From an optimization exercise on the open Yosys and OpenROAD flow, aimed at small area, a short achievable clock period and few clock cycles per item; shortcuts taken in it are not production practice. The RTL was checked by simulation tests, not by an equivalence proof against the original design. Power is estimated from default activity; no workload was simulated.

## run A
==> flow/design.v (excerpt) <==
module mltp (
  input S, CLK, Clr,
  input [7:0] Binput, Qinput,
  output [7:0] A, Q,
  output reg R  
);
Size in the first run: roughly 25 flip-flops, roughly 36 I/O pins, roughly 2300 µm² of cells after synthesis.
Settings: LEC_CHECK=0, CAP_MARGIN=20, CORE_MARGIN=2, CORE_UTILIZATION=40, SETUP_SLACK_MARGIN=2.1, SLEW_MARGIN=20, SYNTH_HIERARCHICAL=1, SYNTH_MINIMUM_KEEP_SIZE=0; clock period 5.0 ns.
standard.sh (not shown) runs the stock make flow with config.mk's settings and CLKGATE_MAP_FILE= SYNTH_SCRIPT=/design/flow/synth_recipe.tcl, a recipe that flattens the netlist after the stock synthesis.
==> flow/flow/run.sh <==
#!/bin/bash
# The standard layout (standard.sh, unchanged synthesis), with two layout
# settings changed: the port buffers are plain buffers (buf_2) instead of the
# delay cells buffer_ports picks by default, and the resizer may swap a cell
# for one of another footprint (MATCH_CELL_FOOTPRINT=0), so it can size them.
# The full output of make (every ORFS step, each also logged under
# orfs/logs/) goes to make.log.
set -euo pipefail
bash standard.sh MATCH_CELL_FOOTPRINT=0 \
  "BUFFER_PORTS_ARGS=-buffer_cell sky130_fd_sc_hd__buf_2" finish > make.log 2>&1
Testbench counts of run A, summed over its fixed seeds: cycles 2,048, products 2,048.
#### Input delta (run B over run A)
Settings: SETUP_SLACK_MARGIN now 1.3, was 2.1; PLACE_DENSITY now 0.8, previously not set; CORE_UTILIZATION now 65, was 40.
==> run summary <==
- The final reports for run B and run A show hold slack lower in the former.
- Re final net count: run B is 3.5% down on run A.
- Summary — total wirelength of the detailed-routed design, run B relative to run A: lower, by 5.0%.
- Measured against each other, run A and run B differ in count of vias placed by the detailed router, the higher figure coming from run B.
- Taking run A as the reference, in run B met2 wire length fell by about 1.5%; die area moved down.
The inputs of run C differ from those of run B as listed below.
Settings: PLACE_DENSITY: 0.8 -> unset; CORE_UTILIZATION: 65 -> 40; CTS_BUF_LIST: unset -> sky130_fd_sc_hd__clkbuf_4.
Notes after the runs:
Relative to run B, clock network fraction of design power increased by 0.7 points in run C. Compared with run B, run C shows global-route wire length before repair lower by 3.0%. Sort run C and run B by cell internal power dissipation, descending, and run C comes first. Run C vs run B: count of placed standard cells including taps up in run C. [compare] base=run B new=run C: worst slew slack as a fraction of its limit shows a reduction of 0.49 points; cell area after placement shows an increase of about 1.3%; combinational power shows a reduction of about 2%; total power shows a reduction of about 0.37%. Run C reports its first element of the critical path as r6_0$_DFFE_PP_ while run B reports r6_1$_DFFE_PP_.

---

Another version of the RTL of mltp (not shown whole).
Size: ~190 cells after synthesis, roughly 26 flip-flops, roughly 36 I/O pins.
==> flow/config.mk <==
export PLATFORM = sky130hd
export DESIGN_NAME = mltp
export DESIGN_NICKNAME = mltp
export VERILOG_FILES = /design/flow/design.v
export SDC_FILE = /design/flow/constraint.sdc
export NUM_CORES = 4
export LEC_CHECK = 0
export CAP_MARGIN = 20
export CORE_MARGIN = 2
export CORE_UTILIZATION = 40
export SETUP_SLACK_MARGIN = 1.5
export SLEW_MARGIN = 20
export SYNTH_HIERARCHICAL = 1
export SYNTH_MINIMUM_KEEP_SIZE = 0
==> flow/constraint.sdc <==
create_clock -name core_clock -period 5.0 [get_ports {CLK}]
set_input_delay 1.0000 -clock core_clock [delete_from_list [all_inputs] [get_ports {CLK}]]
set_output_delay 1.0000 -clock core_clock [all_outputs]
set_load 0.01 [all_outputs]
run.sh (not shown) runs the stock make flow with config.mk's settings and CLKGATE_MAP_FILE= SYNTH_SCRIPT=/design/flow/synth_recipe.tcl, a recipe that flattens the netlist after the stock synthesis.
Stock flow here: none of the scripts above is used.
Testbench counts at the start, summed over its fixed seeds: cycles 2,048, products 2,048.
Next try:
SETUP_SLACK_MARGIN = 2.0   (was 1.5)
Outcome: The new run completed without violations; power barely changes; final area is higher by a few percent; global-route usage climbs by 0.21 points; setup slack gets better by 0.25 ns; wire length goes up by a few percent; sequential share of layout area shrinks by 1.4 points; synthesized cell count does not change; die area stays the same; critical path depth went down by 1; hold slack is worse by 0.0081 ns.

---

Setup of red:
mltp, a different RTL version from the one above (not shown whole).
Size: roughly 210 cells after synthesis, ~25 flip-flops, ~2300 um^2 of cells after synthesis.
==> flow/design.v (excerpt) <==
module mltp (
  input S, CLK, Clr,
  input [7:0] Binput, Qinput,
  output [7:0] A, Q,
  output reg R  
);
==> flow/config.mk <==
export PLATFORM = sky130hd
export DESIGN_NAME = mltp
export DESIGN_NICKNAME = mltp
export VERILOG_FILES = /design/flow/design.v
export SDC_FILE = /design/flow/constraint.sdc
export NUM_CORES = 4
export LEC_CHECK = 0
export CAP_MARGIN = 20
export CORE_MARGIN = 2
export CORE_UTILIZATION = 40
export SETUP_SLACK_MARGIN = 2.0
export SLEW_MARGIN = 20
export SYNTH_HIERARCHICAL = 1
export SYNTH_MINIMUM_KEEP_SIZE = 0
==> flow/constraint.sdc <==
create_clock -name core_clock -period 5.0 [get_ports {CLK}]
set_input_delay 1.0000 -clock core_clock [delete_from_list [all_inputs] [get_ports {CLK}]]
set_output_delay 1.0000 -clock core_clock [all_outputs]
set_load 0.01 [all_outputs]
Testbench counts of red, summed over its fixed seeds: cycles 2,048, products 2,048.
Edits applied to the flow inputs when going from red to blue:
==> flow/flow/run.sh (new file) <==
#!/bin/bash
# The standard layout (standard.sh, unchanged synthesis), with two layout
# settings changed: the port buffers are plain buffers (buf_2) instead of the
# delay cells buffer_ports picks by default, and the resizer may swap a cell
# for one of another footprint (MATCH_CELL_FOOTPRINT=0), so it can size them.
# The full output of make (every ORFS step, each also logged under
# orfs/logs/) goes to make.log.
set -euo pipefail
bash standard.sh MATCH_CELL_FOOTPRINT=0 \
  "BUFFER_PORTS_ARGS=-buffer_cell sky130_fd_sc_hd__buf_2" finish > make.log 2>&1
==> flow/standard.sh (new file) <==
#!/bin/bash
# synth_recipe.tcl (not shown) runs the flow's synth.tcl, then flattens the netlist and writes it again
# the make line also repeats each setting of config.mk as NAME=value (left out here)
make -C /OpenROAD-flow-scripts/flow DESIGN_CONFIG=/design/flow/config.mk WORK_HOME=/design/flow/orfs CLKGATE_MAP_FILE= SYNTH_SCRIPT=/design/flow/synth_recipe.tcl "${@:-finish}"
removed: flow/run.sh
[summary]
blue vs. red: routed wire length now sits higher, worst setup slack now sits higher, critical path data arrival time now sits lower, part of the power in combinational logic now sits lower. Critical path depth in cells, red and blue: smaller value in red. Each of the runs, namely red and blue, reached the end of the flow and came out clean. blue vs red — number of vias per cell dropped slightly. Maximum net fanout on the critical path: blue vs red up 1. blue against red; met3 routed wirelength is up by more than a quarter.

---

Setup of run a:
mltp with an RTL version that a note above also has.
For scale: ~190 cells after synthesis, roughly 26 flip-flops, ~36 I/O pins, ~2500 sq um of cells after synthesis.
==> flow/config.mk <==
export PLATFORM = sky130hd
export DESIGN_NAME = mltp
export DESIGN_NICKNAME = mltp
export VERILOG_FILES = /design/flow/design.v
export SDC_FILE = /design/flow/constraint.sdc
export NUM_CORES = 4
export LEC_CHECK = 0
export CAP_MARGIN = 20
export CORE_MARGIN = 2
export CORE_UTILIZATION = 40
export SETUP_SLACK_MARGIN = 2.0
export SLEW_MARGIN = 20
export SYNTH_HIERARCHICAL = 1
export SYNTH_MINIMUM_KEEP_SIZE = 0
==> flow/constraint.sdc <==
create_clock -name core_clock -period 5.0 [get_ports {CLK}]
set_input_delay 1.0000 -clock core_clock [delete_from_list [all_inputs] [get_ports {CLK}]]
set_output_delay 1.0000 -clock core_clock [all_outputs]
set_load 0.01 [all_outputs]
standard.sh (not shown) runs the stock make flow with config.mk's settings and CLKGATE_MAP_FILE= SYNTH_SCRIPT=/design/flow/synth_recipe.tcl, a recipe that flattens the netlist after the stock synthesis.
==> flow/flow/run.sh <==
#!/bin/bash
# The standard layout (standard.sh, unchanged synthesis), with two layout
# settings changed: the port buffers are plain buffers (buf_2) instead of the
# delay cells buffer_ports picks by default, and the resizer may swap a cell
# for one of another footprint (MATCH_CELL_FOOTPRINT=0), so it can size them.
# The full output of make (every ORFS step, each also logged under
# orfs/logs/) goes to make.log.
set -euo pipefail
bash standard.sh MATCH_CELL_FOOTPRINT=0 \
  "BUFFER_PORTS_ARGS=-buffer_cell sky130_fd_sc_hd__buf_2" finish > make.log 2>&1
Testbench counts of run a, summed over its fixed seeds: cycles 2,048, products 2,048.
diff inputs: run a => run b
- SETUP_SLACK_MARGIN now 2.5, was 2.0
==> flow/run.sh (new file) <==
#!/bin/bash
# synth_recipe.tcl (not shown) runs the flow's synth.tcl, then flattens the netlist and writes it again
# the make line also repeats each setting of config.mk as NAME=value (left out here)
make -C /OpenROAD-flow-scripts/flow DESIGN_CONFIG=/design/flow/config.mk WORK_HOME=/design/flow/orfs CLKGATE_MAP_FILE= SYNTH_SCRIPT=/design/flow/synth_recipe.tcl finish
removed: flow/flow/run.sh
removed: flow/standard.sh
## What came out
Relative to run a, switching power as a share of total power has decreased by 0.26 points in run b.
Count of cell instances traversed by the critical path: run b vs run a identical
Cell count for run b is higher than for run a.

---

== v38 ==
RTL: one of the versions met above, not the one the previous note started from.
Size: roughly 210 cells after synthesis, ~25 flip-flops.
==> flow/config.mk <==
export PLATFORM = sky130hd
export DESIGN_NAME = mltp
export DESIGN_NICKNAME = mltp
export VERILOG_FILES = /design/flow/design.v
export SDC_FILE = /design/flow/constraint.sdc
export NUM_CORES = 4
export LEC_CHECK = 0
export CAP_MARGIN = 20
export CORE_MARGIN = 2
export CORE_UTILIZATION = 40
export SETUP_SLACK_MARGIN = 1.7
export SLEW_MARGIN = 20
export SYNTH_HIERARCHICAL = 1
export SYNTH_MINIMUM_KEEP_SIZE = 0
==> flow/constraint.sdc <==
create_clock -name core_clock -period 5.0 [get_ports {CLK}]
set_input_delay 1.0000 -clock core_clock [delete_from_list [all_inputs] [get_ports {CLK}]]
set_output_delay 1.0000 -clock core_clock [all_outputs]
set_load 0.01 [all_outputs]
==> flow/flow/run.sh <==
#!/bin/bash
# The standard layout (standard.sh, unchanged synthesis), with two layout
# settings changed: the port buffers are plain buffers (buf_2) instead of the
# delay cells buffer_ports picks by default, and the resizer may swap a cell
# for one of another footprint (MATCH_CELL_FOOTPRINT=0), so it can size them.
# The full output of make (every ORFS step, each also logged under
# orfs/logs/) goes to make.log.
set -euo pipefail
bash standard.sh MATCH_CELL_FOOTPRINT=0 \
  "BUFFER_PORTS_ARGS=-buffer_cell sky130_fd_sc_hd__buf_2" finish > make.log 2>&1
Testbench counts of v38, summed over its fixed seeds: cycles 2,048, products 2,048.
Input-level comparison between v33 and v38:
Settings: SETUP_SLACK_MARGIN now 1.3, was 1.7.
==> flow/flow/run.sh <==
#!/bin/bash
# The standard layout (standard.sh, unchanged synthesis), with two layout
# settings changed: the port buffers are plain buffers (buf_1) instead of the
# delay cells buffer_ports picks by default, and the resizer may swap a cell
# for one of another footprint (MATCH_CELL_FOOTPRINT=0), so it can size them.
# The full output of make (every ORFS step, each also logged under
# orfs/logs/) goes to make.log.
set -euo pipefail
bash standard.sh MATCH_CELL_FOOTPRINT=0 \
  "BUFFER_PORTS_ARGS=-buffer_cell sky130_fd_sc_hd__buf_1" finish > make.log 2>&1
Notes after the runs:
- v33 vs v38 on highest achievable clock rate: v33 is the lower one.
- v33 -> v38: count of antenna diodes in the layout delta 0, exact match
- | total track usage | v33 vs v38 | 0.74 points higher |
- Looking at v33 and v38, the setup slack of the most critical reg-to-reg path is a wash.
- In v33, leakage power total is lower than in v38.
What v54 does differently from v33 at the input level:
==> flow/flow/run.sh <==
#!/bin/bash
# The standard layout (standard.sh, unchanged synthesis), with two layout
# settings changed: the port buffers are plain buffers (buf_2) instead of the
# delay cells buffer_ports picks by default, and the resizer may swap a cell
# for one of another footprint (MATCH_CELL_FOOTPRINT=0), so it can size them.
# The full output of make (every ORFS step, each also logged under
# orfs/logs/) goes to make.log.
set -euo pipefail
bash standard.sh MATCH_CELL_FOOTPRINT=0 \
  "BUFFER_PORTS_ARGS=-buffer_cell sky130_fd_sc_hd__buf_2" finish > make.log 2>&1
--- outcome ---
- On met1 global-route usage, v54 and v33 are neck and neck.
- Sort v54 and v33 by first-iteration DRC count, ascending, and v54 comes first.
- [compare] base=v33 new=v54: wire length of the first global-routing pass increased by 210 um relative to the old numbers, sequential share of power lower.
- NOTE via count of the first global-routing pass v33->v54 increased by a few percent
- For clock power, v54 and v33 come out practically identical.

-- port drivers added, routing unchanged --
Ports are ideal in the flow. The routed layouts listed here were re-timed in OpenROAD. Step 1 (the two cells are an assumption about what drives the block):
set clk [get_ports {CLK}]
set_driving_cell -lib_cell sky130_fd_sc_hd__clkbuf_16 $clk
set_driving_cell -lib_cell sky130_fd_sc_hd__buf_2 [delete_from_list [all_inputs] $clk]
Step 2 moves the port delays by t, midway between the first and last clock arrival at a register: inputs arrive t later, outputs are due t later. That takes back most of the time a late clock gives input paths. Slacks: ideal ports / drivers / drivers and shift; pairs: ideal ports / drivers.
run | t (ns) | slack for setup (ns) | hold slack, ns | worst data-port slew with drivers (ns) | pins driven straight from the clock port
run A of note 1 | 0.276 | 1.997 / 1.970 / 1.694 | 0.476 / 0.476 / 0.476 | 0.07 | 1
run B of note 1 | 0.319 | 1.766 / 1.745 / 1.546 | 0.442 / 0.444 / 0.487 | 0.03 | 1
run C of note 1 | 0.323 | 1.847 / 1.824 / 1.608 | 0.444 / 0.445 / 0.479 | 0.03 | 1
the first run of note 2 | 0.291 | 1.513 / 1.521 / 1.230 | 0.481 / 0.481 / 0.481 | 0.03 | 1
the second run of note 2 | 0.281 | 1.765 / 1.752 / 1.470 | 0.473 / 0.473 / 0.473 | 0.05 | 1
red | 0.292 | 1.885 / 1.850 / 1.557 | 0.471 / 0.471 / 0.471 | 0.06 | 1
blue | 0.281 | 1.906 / 1.870 / 1.589 | 0.468 / 0.468 / 0.468 | 0.06 | 1
run a of note 4 | 0.280 | 1.788 / 1.774 / 1.494 | 0.467 / 0.467 / 0.467 | 0.05 | 1
run b of note 4 | 0.282 | 1.748 / 1.730 / 1.448 | 0.477 / 0.477 / 0.477 | 0.06 | 1
v38 | 0.282 | 1.842 / 1.846 / 1.564 | 0.487 / 0.487 / 0.487 | 0.03 | 1
v33 | 0.286 | 1.691 / 1.692 / 1.406 | 0.476 / 0.476 / 0.476 | 0.03 | 1
v54 | 0.285 | 1.879 / 1.874 / 1.599 | 0.470 / 0.470 / 0.470 | 0.03 | 1
After both steps setup and hold are still met in every run listed. The setup slack of red, which loses most, moves by -0.035 ns with the drivers and by -0.328 ns with both steps.
